From an optimization exercise on the open Yosys and OpenROAD flow, aimed at small area, a short achievable clock period and few clock cycles per item; shortcuts taken in it are not production practice.
Power is estimated from default activity; no workload was simulated.

== main ==
==> flow/design.v (excerpt) <==
module ELA(clk, rst, in_data, data_rd, req, wen, addr, data_wr, done);
Settings: LEC_CHECK=0, CAP_MARGIN=20, CORE_MARGIN=2, CORE_UTILIZATION=70, SETUP_SLACK_MARGIN=3.8, SLEW_MARGIN=20, TNS_END_PERCENT=5; clock period 5.5 ns.
standard.sh (not shown) runs the stock make flow with config.mk's settings and CLKGATE_MAP_FILE= SYNTH_SCRIPT=/design/flow/synth_recipe.tcl, a recipe that flattens the netlist after the stock synthesis.
==> flow/flow/run.sh <==
#!/bin/bash
# Standard layout, with the port buffers made from buf_2 cells instead of
# the delay buffers buffer_ports picks by default.
set -euo pipefail
export BUFFER_PORTS_ARGS="-buffer_cell sky130_fd_sc_hd__buf_2"
bash standard.sh > standard.log 2>&1
The inputs of the feature branch differ from those of main as listed below.
- changing SETUP_SLACK_MARGIN from 3.8 to 3.4
==> flow/flow/run.sh <==
#!/bin/bash
# Standard layout with these changes: synthesis leaves adders to abc as plain
# gates (no full/half adder cells), the port buffers are buf_2 cells instead
# of the delay buffers buffer_ports picks by default.
set -euo pipefail
export BUFFER_PORTS_ARGS="-buffer_cell sky130_fd_sc_hd__buf_2"

bash standard.sh ADDER_MAP_FILE= finish > standard.log 2>&1
[summary]
Timing, DRC, antenna: 0 failures across main and the feature branch. Cmp main and the feature branch / layout-stage area growth over the synthesis result / higher: the feature branch. In the feature branch, the first-iteration DRC count came out 5 below the value in main. From main to the feature branch the numbers moved as follows: final cell area excluding filler cells now sits lower; maximum achievable frequency now sits lower; antenna cell count now sits at about the same level; flop and latch count out of synthesis now sits at about the same level.
No functional check of the RTL was part of any run of this note.

* * *

The RTL this note starts from:
==> flow/design.v <==
`timescale 1ns/10ps
module ELA(clk, rst, in_data, data_rd, req, wen, addr, data_wr, done);
	input				clk;
	input				rst;
	input		[7:0]	in_data;
	input		[7:0]	data_rd;
	output reg			req;
	output reg			wen;
	output reg	[9:0]	addr;
	output reg	[7:0]	data_wr;
	output reg			done;
reg				s_start;	 
reg				s_arr;		 
reg				s_rt;		 
reg				s_rb;		 
reg				s_w;		 
reg				s_fin;		 
reg		[3:0]	r;			 
reg				head;		 
reg				h0;			 
reg		[1:0]	sel_t2;		 
reg		[1:0]	sel_b1;		 
reg				go_int;		 
reg				row0_end;	 
reg				tail;		 
reg				edge_px;	 
reg		[7:0]	t0, t1, t2, b0, b1;
reg		[7:0]	dreg, sreg;	 
reg		[7:0]	best;		 
reg				cur_r;		 
wire	[4:0]	col = addr[4:0];
wire	[3:0]	rm1 = r - 4'd1;
always @(posedge clk or posedge rst) begin
	if (rst) begin
		s_start <= 1'b1;
		s_arr <= 1'b0;
		s_rt <= 1'b0;
		s_rb <= 1'b0;
		s_w <= 1'b0;
		s_fin <= 1'b0;
	end else begin
		s_start <= 1'b0;
		s_arr <= s_start || (s_arr && !go_int) || (tail && r != 4'd15);
		s_rt <= go_int || (s_w && !tail);
		s_rb <= s_rt;
		s_w <= s_rb;
		s_fin <= s_fin || (tail && r == 4'd15);
	end
end
always @(posedge clk) begin
	go_int <= s_arr && !req && (col == 5'd29) && (r != 4'd0);
	row0_end <= s_arr && !req && (col == 5'd29) && (r == 4'd0);
	tail <= s_rb && !head && (col == 5'd0);
	edge_px <= (s_w && col == 5'd31) || (s_rt && edge_px);
	sel_t2 <= {(s_arr && go_int) || (s_w && !tail), go_int || (s_w && !tail)};
	sel_b1 <= {s_rb && !s_arr, s_rb};
	done <= s_fin;
	req <= s_start || (row0_end) || (tail && r != 4'd15);
	if (s_start)
		r <= 4'd0;
	else if ((row0_end) || tail)
		r <= r + 4'd1;
	if (go_int)
		h0 <= 1'b1;
	else if (s_rb)
		h0 <= 1'b0;
	if (go_int)
		head <= 1'b1;
	else if (s_rb && col == 5'd1)
		head <= 1'b0;
	wen <= (s_arr && !go_int) || (s_rb && (!head || h0)) || tail;
end
reg		[4:0]	col_inc;
always @(*) begin
	if (s_rt)
		col_inc = 5'd0;
	else if (s_rb)
		col_inc = h0 ? 5'd31 : 5'd30;
	else if (s_w && !tail)
		col_inc = head ? 5'd2 : 5'd3;
	else if (go_int)
		col_inc = 5'd2;
	else
		col_inc = 5'd1;
end
always @(posedge clk) begin
	addr[4:0] <= (s_arr && req) ? 5'd0 : col + col_inc;
	addr[5] <= (s_rb && !h0) || tail;
	addr[9:6] <= ((s_arr && !go_int) || s_rt || (s_rb && h0)) ? r : rm1;
end
always @(posedge clk) begin
	if (s_rb) begin
		t0 <= data_rd;
		t1 <= t0;
		t2 <= t1;
	end
	if (s_w) begin
		b0 <= data_rd;
		b1 <= b0;
	end
end
wire	[7:0]	opa = {sel_t2[1] ? t2[7:4] : t0[7:4], sel_t2[0] ? t2[3:0] : t0[3:0]};
wire	[7:0]	opb = {sel_b1[1] ? b1[7:4] : b0[7:4], sel_b1[0] ? b1[3:0] : b0[3:0]};
reg		[7:0]	dg, dp, dG, dP;
reg		[7:0]	sg, sp, sG, sP;
reg		[7:0]	absd, avg;
integer			i, k;
always @(*) begin
	dg = opa & ~opb;
	dp = opa ^ ~opb;
	sg = opa & opb;
	sp = opa ^ opb;
	dG = dg;
	dP = dp;
	sG = sg;
	sP = sp;
	for (k = 1; k < 8; k = k * 2) begin
		for (i = 7; i >= k; i = i - 1) begin
			dG[i] = dG[i] | (dP[i] & dG[i-k]);
			dP[i] = dP[i] & dP[i-k];
			sG[i] = sG[i] | (sP[i] & sG[i-k]);
			sP[i] = sP[i] & sP[i-k];
		end
	end
	absd[0] = dp[0] ^ 1'b1;
	for (i = 1; i < 8; i = i + 1)
		absd[i] = dp[i] ^ (dG[i-1] | dP[i-1]);
	if (!(dG[7] | dP[7])) begin
		absd[0] = ~dp[0];
		for (i = 1; i < 8; i = i + 1)
			absd[i] = ~(dp[i] ^ dG[i-1]);
	end
	for (i = 1; i < 8; i = i + 1)
		avg[i-1] = sp[i] ^ sG[i-1];
	avg[7] = sG[7];
end
always @(posedge clk) begin
	dreg <= absd;
	sreg <= avg;
end
wire			cin = s_rb && cur_r;
reg		[7:0]	cG, cP;
always @(*) begin
	cG = best & ~dreg;
	cP = best ^ ~dreg;
	for (k = 1; k < 8; k = k * 2)
		for (i = 7; i >= k; i = i - 1) begin
			cG[i] = cG[i] | (cP[i] & cG[i-k]);
			cP[i] = cP[i] & cP[i-k];
		end
end
wire			win = cG[7] | (cP[7] & cin);
always @(posedge clk) begin
	if (s_w || (s_rt && !edge_px && !h0 && win)) begin
		best <= dreg;
		cur_r <= s_rt;
	end
	if (s_arr)
		data_wr <= in_data;
	else if (s_w || ((s_rt || s_rb) && !edge_px && !h0 && win))
		data_wr <= sreg;
end
endmodule
==> flow/config.mk <==
export PLATFORM = sky130hd
export DESIGN_NAME = ELA
export DESIGN_NICKNAME = ELA
export VERILOG_FILES = /design/flow/design.v
export SDC_FILE = /design/flow/constraint.sdc
export NUM_CORES = 4
export LEC_CHECK = 0
export CAP_MARGIN = 20
export CORE_MARGIN = 2
export CORE_UTILIZATION = 70
export SETUP_SLACK_MARGIN = 3.4
export SLEW_MARGIN = 20
export TNS_END_PERCENT = 5
==> flow/constraint.sdc <==
create_clock -name core_clock -period 5.5 [get_ports {clk}]
set_input_delay 1.1000 -clock core_clock [delete_from_list [all_inputs] [get_ports {clk}]]
set_output_delay 1.1000 -clock core_clock [all_outputs]
set_load 0.01 [all_outputs]
==> flow/flow/run.sh <==
#!/bin/bash
# Standard layout with these changes: synthesis leaves adders to abc as plain
# gates (no full/half adder cells), the port buffers are buf_2 cells instead
# of the delay buffers buffer_ports picks by default.
set -euo pipefail
export BUFFER_PORTS_ARGS="-buffer_cell sky130_fd_sc_hd__buf_2"

bash standard.sh ADDER_MAP_FILE= finish > standard.log 2>&1
Edit:
==> flow/flow/run.sh (replaced) <==
#!/bin/bash
# Standard layout with two changes: the port buffers are buf_2 cells instead
# of the delay buffers buffer_ports picks by default, and clock tree
# synthesis runs with the arguments below (no dummy loads).
set -euo pipefail
export BUFFER_PORTS_ARGS="-buffer_cell sky130_fd_sc_hd__buf_2"
export CTS_ARGS="-sink_clustering_enable -repair_clock_nets -dont_use_dummy_load"
bash standard.sh > standard.log 2>&1
The new run went through all stages and came out clean.
Synthesized cell count grows by 5.3%.
Global-route usage increases by 1.3 points.
Power falls by 5.5%.
Area after synthesis increases by 3.2%.
Routed wire length went down by 4.0%.
Final cell count drops by 0.60%.
Edit:
==> flow/flow/run.sh (replaced) <==
#!/bin/bash
# Standard layout, with the port buffers made from buf_2 cells instead of
# the delay buffers buffer_ports picks by default.
set -euo pipefail
export BUFFER_PORTS_ARGS="-buffer_cell sky130_fd_sc_hd__buf_2"
bash standard.sh > standard.log 2>&1
SETUP_SLACK_MARGIN = 3.2   (was 3.4)
TNS_END_PERCENT = 20   (was 5)
Outcome: Design area grows by 2.4%. Die area does not change. Combinational power came out higher by about 2%. Setup slack improves by 0.017 ns. Non-clock buffer count is higher by 4. Hold slack gains 0.0052 ns. Routed wire length grows by 4.2%. Fmax rises by 0.70%. Synthesized area is unchanged. Core utilization is higher by 2.0 points.
Edit:
SETUP_SLACK_MARGIN = 3.4   (was 3.2)
TNS_END_PERCENT = 5   (was 20)
Effect: The changed run went through all stages and came out clean; global-route usage went up by 1.2 points; synthesized cell count stays the same; final area drops slightly; clock skew stays flat; worst hold slack is about the same; worst setup slack got worse by 0.018 ns; register-to-register slack degrades by 0.02 ns; final cell count fell slightly; fmax decreases slightly; routed wire length rises slightly; power is about the same.
Edit:
CORE_UTILIZATION = 85   (was 70)
After rerunning:
- The new run did not get past clock tree synthesis (DPL-0038)
- area after synthesis stays the same
- synthesized cell count stays the same
No run of this note included a check of the RTL's function; only the layout flow was run.

[afterwards: timing with drivers on the ports]
Ports are ideal in the flow. The routed layouts listed here were re-timed in OpenROAD. Step 1: set_driving_cell puts a clkbuf_16 on clk and a buf_2 on each other input, an assumption about the parent block. Step 2 moves the port delays by t, midway between the first and last clock arrival at a register: inputs arrive t later, outputs are due t later. That takes back most of the time a late clock gives input paths. Slacks: no drivers / after step 1 / after step 2; pairs: no drivers / after step 1.
run	t, ns	slack for setup (ns)	latest minus earliest clock arrival (ns)
main	0.393	3.206 / 3.206 / 3.206	0.019 / 0.018
the feature branch	0.389	3.043 / 3.043 / 3.043	0.012 / 0.013
the first run of note 2	0.387	3.156 / 3.156 / 3.156	0.013 / 0.013
the second run of note 2	0.384	3.078 / 3.078 / 3.078	0.028 / 0.028
the third run of note 2	0.390	3.095 / 3.095 / 3.095	0.014 / 0.014
the fourth run of note 2	0.392	3.077 / 3.077 / 3.077	0.015 / 0.014
After both steps every run listed still meets setup and hold.
